This design comes from an exercise in tuning for a short achievable clock period and few clock cycles per item on the open sky130 flow, not from production work. In this exercise RTL edits were held to simulation tests only and were not proved equivalent to the original. Power is estimated from default activity; no workload was simulated.

==> design.v <==
module memory #(parameter int W = 4) (
    input  logic        clk,
    input  logic        reset,
    input  logic        rwe,
    input  logic [6:0]  rwa,
    input  logic [10:0] rwd,
    input  logic        dwe,
    input  logic [6:0]  dwa,
    input  logic [10:0] dwd,
    input  logic        pu_v,
    input  logic [6:0]  pu_a,
    input  logic        pu_d,
    input  logic [6:0]  fpc,
    output logic [57:0] fb,
    input  logic [6:0]  da,
    output logic [10:0] ma,
    input  logic [6:0]  db,
    output logic [10:0] mb
);
    typedef struct packed {
        logic       hlt;
        logic       enA;
        logic [1:0] kA;       
        logic [6:0] da;
        logic       enB;
        logic [1:0] kB;
        logic [6:0] db;
        logic       enS;
        logic [6:0] sa;
        logic       enO;
        logic       cnd;      
        logic       brz;
        logic       pred;     
        logic [6:0] tgt;
        logic [2:0] n;        
        logic [1:0] pA, pB, pS, pO;   
        logic [6:0] nxt;      
    } bundle_t;
    typedef struct packed {
        logic J, P, Z, O, S, U, A, L, H;    
    } cls_t;
    logic [10:0] raw [0:99];
    logic [8:0]  cf  [0:99];
    logic [6:0]  opd [0:99];
    logic        pb  [0:99];
    logic [99:0][57:0] bt;
    function automatic logic [15:0] dec(input logic [10:0] w);
        logic [21:0] ge;
        logic [3:0]  op;
        logic [6:0]  opd;
        cls_t        c;
        op = '0;
        opd = '0;
        ge[0] = 1'b1;
        ge[21] = 1'b0;
        for (int k = 1; k <= 20; k++) ge[k] = (w >= 11'(100 * k));
        for (int k = 0; k <= 20; k++)
            if (ge[k] && !ge[k + 1]) begin
                op = op | 4'(k % 16);
                opd = opd | 7'(w[6:0] - 7'((100 * k) % 128));
            end
        c = '0;
        c.H = (op == 4'd0);
        c.A = (op == 4'd1);
        c.U = (op == 4'd2);
        c.S = (op == 4'd3);
        c.L = (op == 4'd5);
        c.J = (op == 4'd6);
        c.Z = (op == 4'd7);
        c.P = (op == 4'd8);
        c.O = (op == 4'd9);
        dec = {c, opd};
    endfunction
    function automatic logic [57:0] mkb(input logic [9*W-1:0] c_f, input logic [7*W-1:0] d_f,
                                        input logic [W-1:0] p, input logic [6:0] j);
        bundle_t b;
        logic [8:0] c [0:W-1];
        logic [6:0] d [0:W-1];
        logic [W-1:0] H, M, L, S, O, Br, ss, inc, mA, mB, sI, oI, bI;
        logic [1:0] kd [0:W-1];
        logic [1:0] nmb [0:W-1];     
        logic [W-1:0] anyS, anyO, firstL;
        logic [6:0] dd;
        logic [2:0] cnt;
        for (int i = 0; i < W; i++) begin
            c[i] = c_f[9 * i +: 9];
            d[i] = d_f[7 * i +: 7];
            H[i] = c[i][0];
            L[i] = c[i][1];
            M[i] = c[i][2] || c[i][3] || c[i][1];
            S[i] = c[i][4];
            O[i] = c[i][5];
            Br[i] = c[i][8] || c[i][6] || c[i][7];
            kd[i] = c[i][1] ? 2'd0 : c[i][2] ? 2'd1 : 2'd2;
            dd = d[i] - j;
            ss[i] = S[i] && (dd > 7'(i)) && (dd < 7'(W));
        end
        for (int i = 0; i < W; i++) begin
            anyS[i] = 1'b0; anyO[i] = 1'b0; firstL[i] = 1'b0; nmb[i] = 2'd0;
            for (int k = 0; k < i; k++) begin
                anyS[i] = anyS[i] | S[k];
                anyO[i] = anyO[i] | O[k];
            end
            for (int k = i - 1; k >= 0; k--)
                if (M[k]) firstL[i] = L[k];
            for (int k = 0; k < i; k++)
                if (M[k] && nmb[i] != 2'd2) nmb[i] = nmb[i] + 2'd1;
        end
        inc[0] = 1'b1;
        for (int i = 1; i < W; i++)
            inc[i] = inc[i - 1] && !H[i] && !Br[i - 1] && !H[i - 1] && !ss[i - 1] &&
                     !(S[i] && anyS[i]) && !(O[i] && anyO[i]) &&
                     !(M[i] && (nmb[i] == 2'd2 || (nmb[i] == 2'd1 && !firstL[i] && !L[i])));
        for (int i = 0; i < W; i++) begin
            mA[i] = inc[i] && M[i] && (nmb[i] == 2'd0);
            mB[i] = inc[i] && M[i] && (nmb[i] == 2'd1);
            sI[i] = inc[i] && S[i];
            oI[i] = inc[i] && O[i];
            bI[i] = inc[i] && Br[i];
        end
        b = '0;
        b.hlt = H[0];
        cnt = 3'd1;
        for (int i = 1; i < W; i++) if (inc[i]) begin b.n[i - 1] = 1'b1; cnt = 3'(i + 1); end
        for (int i = 0; i < W; i++) begin
            if (mA[i]) begin b.enA = 1'b1; b.kA = kd[i]; b.da = d[i]; b.pA = 2'(i); end
            if (mB[i]) begin b.enB = 1'b1; b.kB = kd[i]; b.db = d[i]; b.pB = 2'(i); end
            if (sI[i]) begin b.enS = 1'b1; b.sa = d[i]; b.pS = 2'(i); end
            if (oI[i]) begin b.enO = 1'b1; b.pO = 2'(i); end
            if (bI[i]) begin
                b.cnd = c[i][6] || c[i][7];
                b.brz = c[i][6];
                b.tgt = d[i];
                b.pred = c[i][8] || (c[i][7] && !p[i]) || (c[i][6] && p[i]);
            end
        end
        b.nxt = b.pred ? b.tgt : 7'(j + 7'(cnt));
        mkb = b;
    endfunction
    logic [15:0] dw;
    assign dw = dec(dwd);
    always_ff @(posedge clk) begin
        if (rwe) raw[rwa] <= rwd;
        if (dwe) begin
            cf[dwa]  <= dw[15:7];
            opd[dwa] <= dw[6:0];
        end
    end
    always_ff @(posedge clk or posedge reset) begin
        if (reset) begin
            for (int j = 0; j < 100; j++) pb[j] <= 1'b0;
        end else if (pu_v) begin
            pb[pu_a] <= pu_d;
        end
    end
    for (genvar j = 0; j < 100; j++) begin : g_bt
        logic [9*W-1:0] c;
        logic [7*W-1:0] d;
        logic [W-1:0]   p;
        for (genvar i = 0; i < W; i++) begin : g_i
            if (j + i < 100) begin : g_in
                assign c[9 * i +: 9] = cf[j + i];
                assign d[7 * i +: 7] = opd[j + i];
                assign p[i] = pb[j + i];
            end else begin : g_out
                assign c[9 * i +: 9] = 9'b000000001;    
                assign d[7 * i +: 7] = 7'd0;
                assign p[i] = 1'b0;
            end
        end
        logic [57:0] q;
        always_ff @(posedge clk) q <= mkb(c, d, p, 7'(j));
        assign bt[j] = q;
    end
    bundle_t hb;
    always_comb begin
        hb = '0;
        hb.hlt = 1'b1;
        hb.n = 3'd0;
        hb.nxt = fpc + 7'd1;
    end
    assign fb = (fpc < 7'd100) ? bt[fpc] : hb;
    assign ma = (da < 7'd100) ? raw[da] : 11'd0;
    assign mb = (db < 7'd100) ? raw[db] : 11'd0;
endmodule
module cpu (
    input logic clk,
    input logic reset,
    input logic cont,
    input logic prog_we,
    input logic [6:0] prog_addr,
    input logic [10:0] prog_data,
    output logic signed [10:0] out,
    output logic out_valid,
    output logic halted
);
    localparam int W = 4;    
    typedef struct packed {
        logic       hlt;
        logic       enA;
        logic [1:0] kA;       
        logic [6:0] da;
        logic       enB;
        logic [1:0] kB;
        logic [6:0] db;
        logic       enS;
        logic [6:0] sa;
        logic       enO;
        logic       cnd;      
        logic       brz;
        logic       pred;     
        logic [6:0] tgt;
        logic [2:0] n;        
        logic [1:0] pA, pB, pS, pO;   
        logic [6:0] nxt;      
    } tbl_t;
    typedef struct packed {
        logic       hlt;
        logic       enA;
        logic [1:0] kA;
        logic [6:0] da;
        logic       enB;
        logic [1:0] kB;
        logic [6:0] db;
        logic       fa_in;
        logic       fb_in;
        logic       fb_v1;
        logic       enS;
        logic [1:0] sS;
        logic [6:0] sa;
        logic       enO;
        logic [1:0] sO;
        logic       cnd;
        logic       brz;
        logic       pred;
        logic [6:0] tgt;
        logic [2:0] n;
        logic [1:0] pA, pB, pS, pO;   
        logic [6:0] nxt;
    } bundle_t;
    function automatic logic [10:0] wrap(input logic [10:0] x);
        if (!x[10] && x[9:5] == 5'b11111 && (x[4] || x[3]))
            wrap = {5'b10000, 6'(x[5:0] + 6'd49)};
        else
            wrap = x;
    endfunction
    function automatic logic [10:0] addw(input logic [10:0] a, input logic [10:0] b, input logic sub);
        addw = wrap(a + (b ^ {11{sub}}) + 11'(sub));
    endfunction
    function automatic logic [7*W-1:0] minus(input logic [6:0] a);
        for (int i = 0; i < W; i++) minus[7 * i +: 7] = a - 7'(i);
    endfunction
    function automatic logic [W-1:0] hits(input logic v, input logic [7*W-1:0] am, input logic [6:0] pc);
        for (int i = 0; i < W; i++) hits[i] = v && (am[7 * i +: 7] == pc);
    endfunction
    logic        lw_v;
    logic [6:0]  lw_a;
    logic [7*W-1:0] lw_am;
    logic [10:0] lw_d;
    always_ff @(posedge clk) begin
        lw_v <= prog_we;
        lw_a <= prog_addr;
        lw_am <= minus(prog_addr);
        lw_d <= prog_data;
    end
    logic        sb_v;
    logic [6:0]  sb_a;
    logic [7*W-1:0] sb_am;
    logic [10:0] sb_d;
    logic        w2_lv, w2_sv;
    logic [6:0]  w2_a;
    logic [7*W-1:0] w2_am;
    logic [10:0] w2_d;
    logic        t_v;
    logic [7*W-1:0] t_am;
    always_ff @(posedge clk) begin
        w2_lv <= lw_v;
        w2_a  <= lw_v ? lw_a : sb_a;
        w2_am <= lw_v ? lw_am : sb_am;
        w2_d  <= lw_v ? lw_d : sb_d;
        t_v   <= w2_lv || w2_sv;
        t_am  <= w2_am;
    end
    always_ff @(posedge clk or posedge reset) begin
        if (reset) w2_sv <= 1'b0;
        else       w2_sv <= sb_v;
    end
    logic [6:0]  pc_f;
    logic        v_r;
    logic [6:0]  pc_r;
    tbl_t        b_r;
    logic        v_e;
    logic [6:0]  pc_e;
    bundle_t     b_e;
    logic [7*W-1:0] sam_e;       
    logic [10:0] max_e, mbx_e, wma_e, wmb_e;    
    logic        v_w, brz_w, pred_w;
    logic [6:0]  tgt_w, ft_w, bpc_w;
    logic [10:0] acc;
    logic [57:0] f_b;
    tbl_t        fb;
    logic [10:0] m_a, m_b;
    logic        pu_v, pu_d;
    assign fb = f_b;
    memory #(.W(W)) mem (.clk(clk), .reset(reset),
                .rwe(lw_v || sb_v), .rwa(lw_v ? lw_a : sb_a), .rwd(lw_v ? lw_d : sb_d),
                .dwe(w2_lv || w2_sv), .dwa(w2_a), .dwd(w2_d),
                .pu_v(pu_v), .pu_a(bpc_w), .pu_d(pu_d),
                .fpc(pc_f), .fb(f_b),
                .da(b_r.da), .ma(m_a), .db(b_r.db), .mb(m_b));
    logic cond_w, mp_w;
    always_comb begin
        cond_w = brz_w ? (acc == 11'd0) : !acc[10];
        mp_w   = v_w && (cond_w != pred_w);
        pu_v   = v_w;
        pu_d   = cond_w ^ !brz_w;
    end
    localparam int NK = 19;    
    localparam logic [NK-1:0] SEL_ACC = 1;
    logic [10:0] cand [0:NK-1];
    logic [NK-1:0] fsel_e, ssel_e, osel_e;
    logic        subA_e, subB_e;
    logic [10:0] fin, stv, outv;
    logic        ev;      
    always_comb begin
        ev = v_e && !mp_w;
        cand[0] = acc;
        cand[1] = wma_e;
        cand[2] = sb_d;
        cand[3] = wmb_e;
        cand[4] = wrap(acc + max_e + 11'(subA_e));
        cand[5] = addw(acc, sb_d, subA_e);
        cand[6] = subA_e ? 11'd0 : wrap(acc + acc);
        for (int x = 0; x < 3; x++) begin
            logic [10:0] av;
            av = (x == 0) ? wma_e : (x == 1) ? sb_d : acc;
            cand[7 + 4 * x]     = wrap(av + mbx_e + 11'(subB_e));
            cand[7 + 4 * x + 1] = addw(av, sb_d, subB_e);
            cand[7 + 4 * x + 2] = addw(av, acc, subB_e);
            cand[7 + 4 * x + 3] = subB_e ? 11'd0 : wrap(av + av);
        end
        fin = '0; stv = '0; outv = '0;
        for (int k = 0; k < NK; k++) begin
            fin  = fin  | (cand[k] & {11{fsel_e[k]}});
            stv  = stv  | (cand[k] & {11{ssel_e[k]}});
            outv = outv | (cand[k] & {11{osel_e[k]}});
        end
    end
    logic se_v;
    logic smc_r, stall_f, halt_e;
    logic [W-1:0] hk;
    logic [2:0] kcut;
    logic [W-1:0] kmask;
    logic       trunc;
    tbl_t       fbt;
    always_comb begin
        se_v = v_e && b_e.enS;
        hk = hits(se_v, sam_e, pc_f) | hits(sb_v, sb_am, pc_f) | hits(lw_v, lw_am, pc_f) |
             hits(w2_lv || w2_sv, w2_am, pc_f) | hits(t_v, t_am, pc_f);
        kcut = 3'(W);
        for (int i = W - 1; i >= 1; i--)
            if (hk[i]) kcut = 3'(i);
        for (int i = 0; i < W; i++) kmask[i] = (3'(i) < kcut);
        trunc = |(hk[W-1:1] & fb.n[W-2:0]);
        fbt = fb;
        if (trunc) begin
            for (int i = 1; i < W; i++) fbt.n[i - 1] = kmask[i];
            fbt.cnd = 1'b0;
            fbt.pred = 1'b0;
            fbt.nxt = pc_f + 7'(kcut);
            fbt.enA = fb.enA && kmask[fb.pA];
            fbt.enB = fb.enB && kmask[fb.pB];
            fbt.enS = fb.enS && kmask[fb.pS];
            fbt.enO = fb.enO && kmask[fb.pO];
        end
    end
    always_comb begin
        halt_e  = ev && b_e.hlt;
        smc_r   = v_r && (|hits(se_v, sam_e, pc_r));
        stall_f = halted || hk[0];
    end
    logic [10:0] ra, rb;
    logic        hae, hbe;
    bundle_t     bx;
    always_comb begin
        bx.hlt = b_r.hlt;
        bx.enA = b_r.enA; bx.kA = b_r.kA; bx.da = b_r.da;
        bx.enB = b_r.enB; bx.kB = b_r.kB; bx.db = b_r.db;
        bx.enS = b_r.enS; bx.sa = b_r.sa;
        bx.enO = b_r.enO;
        bx.cnd = b_r.cnd; bx.brz = b_r.brz; bx.pred = b_r.pred; bx.tgt = b_r.tgt;
        bx.n = 3'd1 + 3'(b_r.n[0]) + 3'(b_r.n[1]) + 3'(b_r.n[2]); bx.nxt = b_r.nxt;
        bx.pA = b_r.pA; bx.pB = b_r.pB; bx.pS = b_r.pS; bx.pO = b_r.pO;
        bx.sS = 2'(b_r.enA && b_r.pA < b_r.pS) + 2'(b_r.enB && b_r.pB < b_r.pS);
        bx.sO = 2'(b_r.enA && b_r.pA < b_r.pO) + 2'(b_r.enB && b_r.pB < b_r.pO);
        bx.fa_in = b_r.enS && b_r.enA && b_r.pS < b_r.pA && b_r.sa == b_r.da;
        bx.fb_in = b_r.enS && b_r.enB && b_r.pS < b_r.pB && b_r.sa == b_r.db;
        bx.fb_v1 = b_r.enA && b_r.pA < b_r.pS;
    end
    logic          fa_n, fb_n;
    logic [NK-1:0] v1s, v2s, fsel_n, ssel_n, osel_n;
    always_comb begin
        logic [1:0] asrc, bsrc;
        fa_n = hae && (b_e.sS != 2'd0);
        fb_n = hbe && (b_e.sS != 2'd0);
        asrc = bx.fa_in ? 2'd2 : (fa_n ? 2'd1 : 2'd0);       
        bsrc = bx.fb_in ? (bx.fb_v1 ? 2'd3 : 2'd2) : (fb_n ? 2'd1 : 2'd0);
        v1s = '0;
        if (b_r.kA == 2'd0) v1s[(asrc == 2'd0) ? 1 : (asrc == 2'd1) ? 2 : 0] = 1'b1;
        else                v1s[4 + 32'(asrc)] = 1'b1;
        v2s = '0;
        if (b_r.kB == 2'd0) begin
            if (bsrc == 2'd3) v2s = v1s;
            else v2s[(bsrc == 2'd0) ? 3 : (bsrc == 2'd1) ? 2 : 0] = 1'b1;
        end else begin
            v2s[7 + 4 * 32'(asrc) + 32'(bsrc)] = 1'b1;
        end
        fsel_n = b_r.enB ? v2s : (b_r.enA ? v1s : SEL_ACC);
        ssel_n = (bx.sS == 2'd0) ? SEL_ACC : (bx.sS == 2'd1) ? v1s : v2s;
        osel_n = (bx.sO == 2'd0) ? SEL_ACC : (bx.sO == 2'd1) ? v1s : v2s;
    end
    always_comb begin
        hae = se_v && (b_e.sa == b_r.da);
        hbe = se_v && (b_e.sa == b_r.db);
        ra = (hae && b_e.sS == 2'd0) ? acc : ((sb_v && sb_a == b_r.da) ? sb_d : m_a);
        rb = (hbe && b_e.sS == 2'd0) ? acc : ((sb_v && sb_a == b_r.db) ? sb_d : m_b);
    end
    always_ff @(posedge clk or posedge reset) begin
        if (reset) begin
            pc_f <= 7'd0;
            v_r <= 1'b0;
            pc_r <= 7'd0;
            b_r <= '0;
            v_e <= 1'b0;
            pc_e <= 7'd0;
            b_e <= '0;
            sam_e <= '0;
            max_e <= 11'd0;
            mbx_e <= 11'd0;
            wma_e <= 11'd0;
            wmb_e <= 11'd0;
            fsel_e <= '0;
            ssel_e <= '0;
            osel_e <= '0;
            subA_e <= 1'b0;
            subB_e <= 1'b0;
            v_w <= 1'b0;
            brz_w <= 1'b0;
            pred_w <= 1'b0;
            tgt_w <= 7'd0;
            ft_w <= 7'd0;
            bpc_w <= 7'd0;
            acc <= 11'd0;
            sb_v <= 1'b0;
            sb_a <= 7'd0;
            sb_am <= '0;
            sb_d <= 11'd0;
            out <= 11'sd0;
            out_valid <= 1'b0;
            halted <= 1'b0;
        end else begin
            if (ev) acc <= fin;
            sb_v <= ev && b_e.enS;
            sb_a <= b_e.sa;
            sb_am <= sam_e;
            sb_d <= stv;
            out_valid <= ev && b_e.enO;
            if (ev && b_e.enO) out <= outv;
            v_w <= ev && b_e.cnd;
            brz_w <= b_e.brz;
            pred_w <= b_e.pred;
            tgt_w <= b_e.tgt;
            ft_w <= pc_e + 7'(b_e.n);
            bpc_w <= pc_e + 7'(b_e.n) - 7'd1;
            pc_e <= pc_r;
            b_e <= bx;
            sam_e <= minus(b_r.sa);
            max_e <= ra ^ {11{b_r.kA == 2'd2}};
            mbx_e <= rb ^ {11{b_r.kB == 2'd2}};
            wma_e <= wrap(ra);
            wmb_e <= wrap(rb);
            fsel_e <= fsel_n;
            ssel_e <= ssel_n;
            osel_e <= osel_n;
            subA_e <= (b_r.kA == 2'd2);
            subB_e <= (b_r.kB == 2'd2);
            pc_r <= pc_f;
            b_r <= fbt;
            if (halted && cont) halted <= 1'b0;
            if (mp_w) begin
                v_e <= 1'b0;
                v_r <= 1'b0;
                pc_f <= cond_w ? tgt_w : ft_w;
            end else if (halt_e) begin
                halted <= 1'b1;
                v_e <= 1'b0;
                v_r <= 1'b0;
                pc_f <= pc_e + 7'd1;
            end else if (smc_r) begin
                v_e <= 1'b0;
                v_r <= 1'b0;
                pc_f <= pc_r;
            end else if (stall_f) begin
                v_e <= v_r;
                v_r <= 1'b0;
            end else begin
                v_e <= v_r;
                v_r <= 1'b1;
                pc_f <= fbt.nxt;
            end
        end
    end
endmodule
==> run.sh <==
#!/bin/bash
# synth_recipe.tcl (not shown) runs the flow's synth.tcl, then flattens the netlist and writes it again
# the make line also repeats each setting of config.mk as NAME=value (left out here)
make -C /OpenROAD-flow-scripts/flow DESIGN_CONFIG=/design/flow/config.mk WORK_HOME=/design/flow/orfs CLKGATE_MAP_FILE= SYNTH_SCRIPT=/design/flow/synth_recipe.tcl finish
==> config.mk <==
export PLATFORM = sky130hd
export DESIGN_NAME = cpu
export DESIGN_NICKNAME = cpu
export VERILOG_FILES = /design/flow/design.v
export SDC_FILE = /design/flow/constraint.sdc
export NUM_CORES = 4
export LEC_CHECK = 0
export ABC_CLOCK_PERIOD_IN_PS = 3000
export CAP_MARGIN = 20
export CORE_MARGIN = 2
export CORE_UTILIZATION = 40
export SETUP_SLACK_MARGIN = 5
export SLEW_MARGIN = 20
==> constraint.sdc <==
create_clock -name core_clock -period 10.0 [get_ports {clk}]
set_input_delay 2.0000 -clock core_clock [delete_from_list [all_inputs] [get_ports {clk}]]
set_output_delay 2.0000 -clock core_clock [all_outputs]
set_load 0.01 [all_outputs]
==> summary.txt <==
FFs w/ async S/R, synth=4.54%; start-to-end type of the worst setup path=reg -> reg; nets=approximately 43k; antenna violations before repair=approximately 360; result of the run=complete, no violations; DRT iter0 DRCs=between 70k and 80k; # H-tree levels=7; pin count of the biggest net entering global routing=122; filler cell count=about 100k; GR Layer Usage met1=52.8%; clock sink count=8,982; core utilization of the finished layout=45.3%; global placement routability congestion=approximately 1.1; wire length of the first global-routing pass=approximately 3200 mm; required time of the critical path=approximately 11 ns; TNS Setup=0 ns; worst path bufs/invs=3; routing layer with the top usage in global route=met2; Total Routed Length=approximately 2400 mm; Lkg Pwr=roughly 190 nW; yosys warns=roughly 400; arrival time of the worst setup path=6.35 ns; Synth Register Bits=around 9.0k; final-report hold violation count=0; gr ovfl total=0; Synth cell types=roughly 140; Chip Width=1.06 mm; maximum root-to-sink buffer count=6; main combinational cell family by area after synthesis=compound AO/OA/AOI/OAI gates; DP Wirelength=between 1500 and 2000 mm; buffer cell driving the clock tree root=sky130_fd_sc_hd__clkbuf_16; achievable clock frequency=between 150 and 200 MHz; Final setup viols=0; CTS tree=done; share of the synthesized area in the top cell type=between 20% and 30%; y dimension of the die=between 1 and 1.5 mm; fraction of the mapped netlist area in simple logic gates=approximately an eighth; post-route antenna net violation count=0; sequential area share after synthesis=between 40% and 50%; global-route total usage across every layer=around 40%; most frequent standard cell in the layout excluding fill and tap cells=sky130_fd_sc_hd__dfxtp_1; die area=between 1,000,000 and 1,500,000 um2; Top-Level Pins=35; parity-gate share of the synthesized area counting xor and xnor cells=1.24%; category of the worst setup path capture point=flop; adder and majority cell fraction of the synthesized area=3.20%; number of synthesized flops with an enable pin=approximately 2.7k; number of buffers inserted during clock tree synthesis=1,107; final critical-path required period=5.23 ns; share of cell area taken by muxes after synthesis=approximately 14%; met2 global-route usage=57.5%; number of vias in the routed layout=roughly 410k; Clock Skew=0.106 ns; stage delay of the slowest cell on the critical path=around 1.1 ns; fraction of final layout cells sized beyond drive strength 1=between 10% and 20%; maximum VDD drop=roughly 0.00023 V; top area cells in the synthesized netlist=sky130_fd_sc_hd__dfxtp_1 (26%), sky130_fd_sc_hd__edfxtp_1 (18%), sky130_fd_sc_hd__mux4_2 (11%), sky130_fd_sc_hd__nand2_1 (3.4%), sky130_fd_sc_hd__ha_1 (3.1%); max-capacitance violation count=0; number of global-route vias before repair=373k; count of TritonRoute iterations in the first routing pass=15; DRC violations left=0; complex-gate fraction of the synthesized area=between 10% and 20%; cell with the largest stage delay on the worst path=sky130_fd_sc_hd__a211oi_1; Worst Setup Start Kind=flop; most area-hungry cell type in the Yosys netlist=sky130_fd_sc_hd__dfxtp_1; share of the clock period used by the worst path after layout=between 50% and 60%; final count of pins violating max slew=0; max_slew headroom=about an eighth; cells after synthesis=approximately 43k; area grow syn2layout=12.9%; number of buffers added on ports=34; Worst Tran Pin Value=between 1 and 1.5 ns; total power density per cell area=about 250 nW/um2; vias per inst=roughly 7.0; Initial Util=between 40 and 50%; clock latency (worst-skew pair)=between 1 and 1.5 ns; Placeable Area=about 1,100,000 um2; class of the most critical hold timing path=reg -> reg; row count=around 390; family with the most delay on the worst path=buffers and inverters; Synth Area per Inst=between 10 and 15 um2; critical path peak fanout=50; clock slew at reported path FFs=approximately 0.06 ns; netlist area before placement=around 450,000 um2; commonest cells after routing, fill and taps aside=sky130_fd_sc_hd__dfxtp_1 (5,868), sky130_fd_sc_hd__nand2_1 (4,084), sky130_fd_sc_hd__edfxtp_1 (2,700); routing usage on met3=around 15%; DR WL/cell=42.0 um; most instantiated flip-flop cell in the synthesis netlist=sky130_fd_sc_hd__dfxtp_1; cell-by-cell listing of the critical path=buf_12 > buf_4 > buf_4 > mux4_2 > mux2i_1 > a211oi_1 > nor2b_1 > o21ai_0 > o21ai_0 > a221oi_1; unrepaired setup endpoints after global routing=true
-- final timing paths --
check	depth (start not counted)	slack (ns)	end	from
min in group asynchronous	2	1.30	mem.pb[91]	reset
worst max register to register	10	4.77	b_r[46]	pc_f[2]
worst min register to register	0	0.34	t_am[23]	w2_am[23]
worst max-delay path	10	4.77	b_r[46]	pc_f[2]
worst min-delay path	0	0.34	t_am[23]	w2_am[23]
max in group asynchronous	4	6.64	mem.pb[38]	reset
-- per-stage QoR --
step | worst slack (ns) | cells | hold slack, ns | area (um2) | power [W]
2_1_floorplan | 2.50 | 42857 | 0.329 | 450000 | 0.0642
6_report | 4.77 | 57955 | 0.342 | 508000 | 0.128
4_1_cts | 4.77 | 57374 | 0.333 | 504000 | 0.125
3_3_place_gp | 3.19 | 55400 | 0.333 | 466000 | 0.0841
5_1_grt | 4.93 | 57598 | 0.343 | 507000 | 0.129
3_5_place_dp | 3.65 | 55406 | 0.335 | 467000 | 0.0842
-- Yosys cell counts, types with 154 or more instances --
| cell type | count |
|---|---|
| sky130_fd_sc_hd__edfxtp_1 | 2700 |
| sky130_fd_sc_hd__and2_1 | 583 |
| sky130_fd_sc_hd__nor2_1 | 2754 |
| sky130_fd_sc_hd__o31ai_1 | 165 |
| sky130_fd_sc_hd__a221o_1 | 502 |
| sky130_fd_sc_hd__mux2_2 | 471 |
| sky130_fd_sc_hd__buf_2 | 450 |
| sky130_fd_sc_hd__a211o_1 | 154 |
| sky130_fd_sc_hd__a21oi_1 | 2032 |
| sky130_fd_sc_hd__xor2_1 | 214 |
| sky130_fd_sc_hd__dfxtp_1 | 5874 |
| sky130_fd_sc_hd__mux4_2 | 2259 |
| sky130_fd_sc_hd__buf_1 | 224 |
| sky130_fd_sc_hd__nor3_1 | 634 |
| sky130_fd_sc_hd__nand4_1 | 269 |
| sky130_fd_sc_hd__nand2b_1 | 351 |
| sky130_fd_sc_hd__nor2b_1 | 445 |
| sky130_fd_sc_hd__inv_1 | 1387 |
| sky130_fd_sc_hd__a211oi_1 | 287 |
| sky130_fd_sc_hd__mux2i_1 | 537 |
| sky130_fd_sc_hd__ha_1 | 1127 |
| sky130_fd_sc_hd__o22ai_1 | 264 |
| sky130_fd_sc_hd__o211ai_1 | 543 |
| sky130_fd_sc_hd__a21o_1 | 278 |
| sky130_fd_sc_hd__clkbuf_1 | 3233 |
| sky130_fd_sc_hd__or2_2 | 237 |
| sky130_fd_sc_hd__dfrtp_1 | 408 |
| sky130_fd_sc_hd__o21ai_0 | 2295 |
| sky130_fd_sc_hd__a31oi_1 | 397 |
| sky130_fd_sc_hd__o221ai_1 | 174 |
| sky130_fd_sc_hd__a222oi_1 | 1048 |
| sky130_fd_sc_hd__nor4_1 | 233 |
| sky130_fd_sc_hd__nand3_1 | 1269 |
| sky130_fd_sc_hd__and3_1 | 410 |
| sky130_fd_sc_hd__xnor2_1 | 418 |
| sky130_fd_sc_hd__a22oi_1 | 725 |
| sky130_fd_sc_hd__nand2_1 | 4119 |
| sky130_fd_sc_hd__or3_1 | 380 |
| sky130_fd_sc_hd__a22o_1 | 293 |
| sky130_fd_sc_hd__a221oi_1 | 396 |
-- final cells by class --
cell class | instances | area [um2] | area share (%)
inverter | 1474 | 5640 | 1.11
timing repair buffer | 1910 | 15900 | 3.13
antenna | 494 | 1240 | 0.243
tap | 14858 | 18600 | 3.66
timing repair inverter | 1 | 5.00 | 0.000986
multi-input combinational | 28316 | 222000 | 43.6
sequential | 8982 | 209000 | 41.2
clock buffer | 1537 | 31800 | 6.27
clock inverter | 383 | 3910 | 0.770
-- worst register-to-register path, cell delays in order (launching register included) --
cell	delay (ns)
sky130_fd_sc_hd__dfrtp_4	0.69
sky130_fd_sc_hd__buf_12	0.41
sky130_fd_sc_hd__buf_4	0.73
sky130_fd_sc_hd__buf_4	0.67
sky130_fd_sc_hd__mux4_2	0.58
sky130_fd_sc_hd__mux2i_1	0.27
sky130_fd_sc_hd__a211oi_1	1.15
sky130_fd_sc_hd__nor2b_1	0.23
sky130_fd_sc_hd__o21ai_0	0.08
sky130_fd_sc_hd__o21ai_0	0.12
sky130_fd_sc_hd__a221oi_1	0.13
-- state kept, by name, summed over array words and instances (netlist names), 11 cells and up --
| signal | count |
|---|---|
| sb_d | 11 |
| mem.g_bt.q | 5771 |
| max_e | 11 |
| mem.cf | 900 |
| fsel_e | 19 |
| w2_d | 11 |
| lw_d | 11 |
| osel_e | 19 |
| b_r | 51 |
| b_e | 18 |
| sb_am | 26 |
| mem.raw | 1100 |
| ssel_e | 19 |
| mbx_e | 11 |
| acc | 11 |
| sam_e | 26 |
| lw_am | 26 |
| wma_e | 11 |
| wmb_e | 11 |
| mem.opd | 700 |
| mem.pb | 100 |
| out | 11 |
| w2_am | 26 |
| t_am | 26 |
-- routing by layer --
layer	vias up	wire, um
met1	203338	899000
li1	160425	-
met4	178	199000
met2	34572	987000
met5	-	1580
met3	7101	348000
-- logic make-up after synthesis --
logic type | Yosys count
fa+ha+maj | 1142
compound gates | 10905
other cells | 1
xor+xnor | 634
simple gates | 12346
buf+inv | 5561
mux | 3284
flops | 8982
-- where the power goes --
| part | internal, W | total [W] | switching [W] |
|---|---|---|---|
| logic | 0.0141 | 0.0453 | 0.0312 |
| registers | 0.0398 | 0.0417 | 0.00187 |
| clock network | 0.0239 | 0.0408 | 0.0169 |
| total | 0.0778 | 0.128 | 0.0499 |
-- what timing repair did --
item                                    in CTS  in global routing
gates cloned                                 6                  7
hold buffers                                 0                  0
gates resized for setup                    286                305
setup buffers                               42                 68
pin swaps                                   11                 20
endpoints found under the setup margin    1777               1440
Testbench counts, summed over its fixed seeds: cycles 46,007, programs 192.

## what the ideal ports hide
No port has a modelled driver above. Below, the same layout with a new extraction and two added sets of constraints. Step 1 assumes that a clkbuf_16 drives the clock port and a buf_2 every other input. Step 2 adds t to the input delays and takes it off the output delays; t is the mean of the earliest and latest rising clock arrival at the registers after step 1. Input paths then give back, and output paths get back, about the clock's delay inside the block. Three values: no drivers, after step 1, after step 2; two values: the first two.
t (ns): 1.466
slack for setup (ns): 4.769 / 4.769 / 4.769
worst setup path at the end: register to register
worst register clock-pin slew, ns: 0.08 / 0.08
worst data-port slew with drivers (ns): 0.43
After both steps this run still meets setup and hold. The setup slack of this run moves by 0.000 ns with the drivers and by 0.000 ns with both steps.
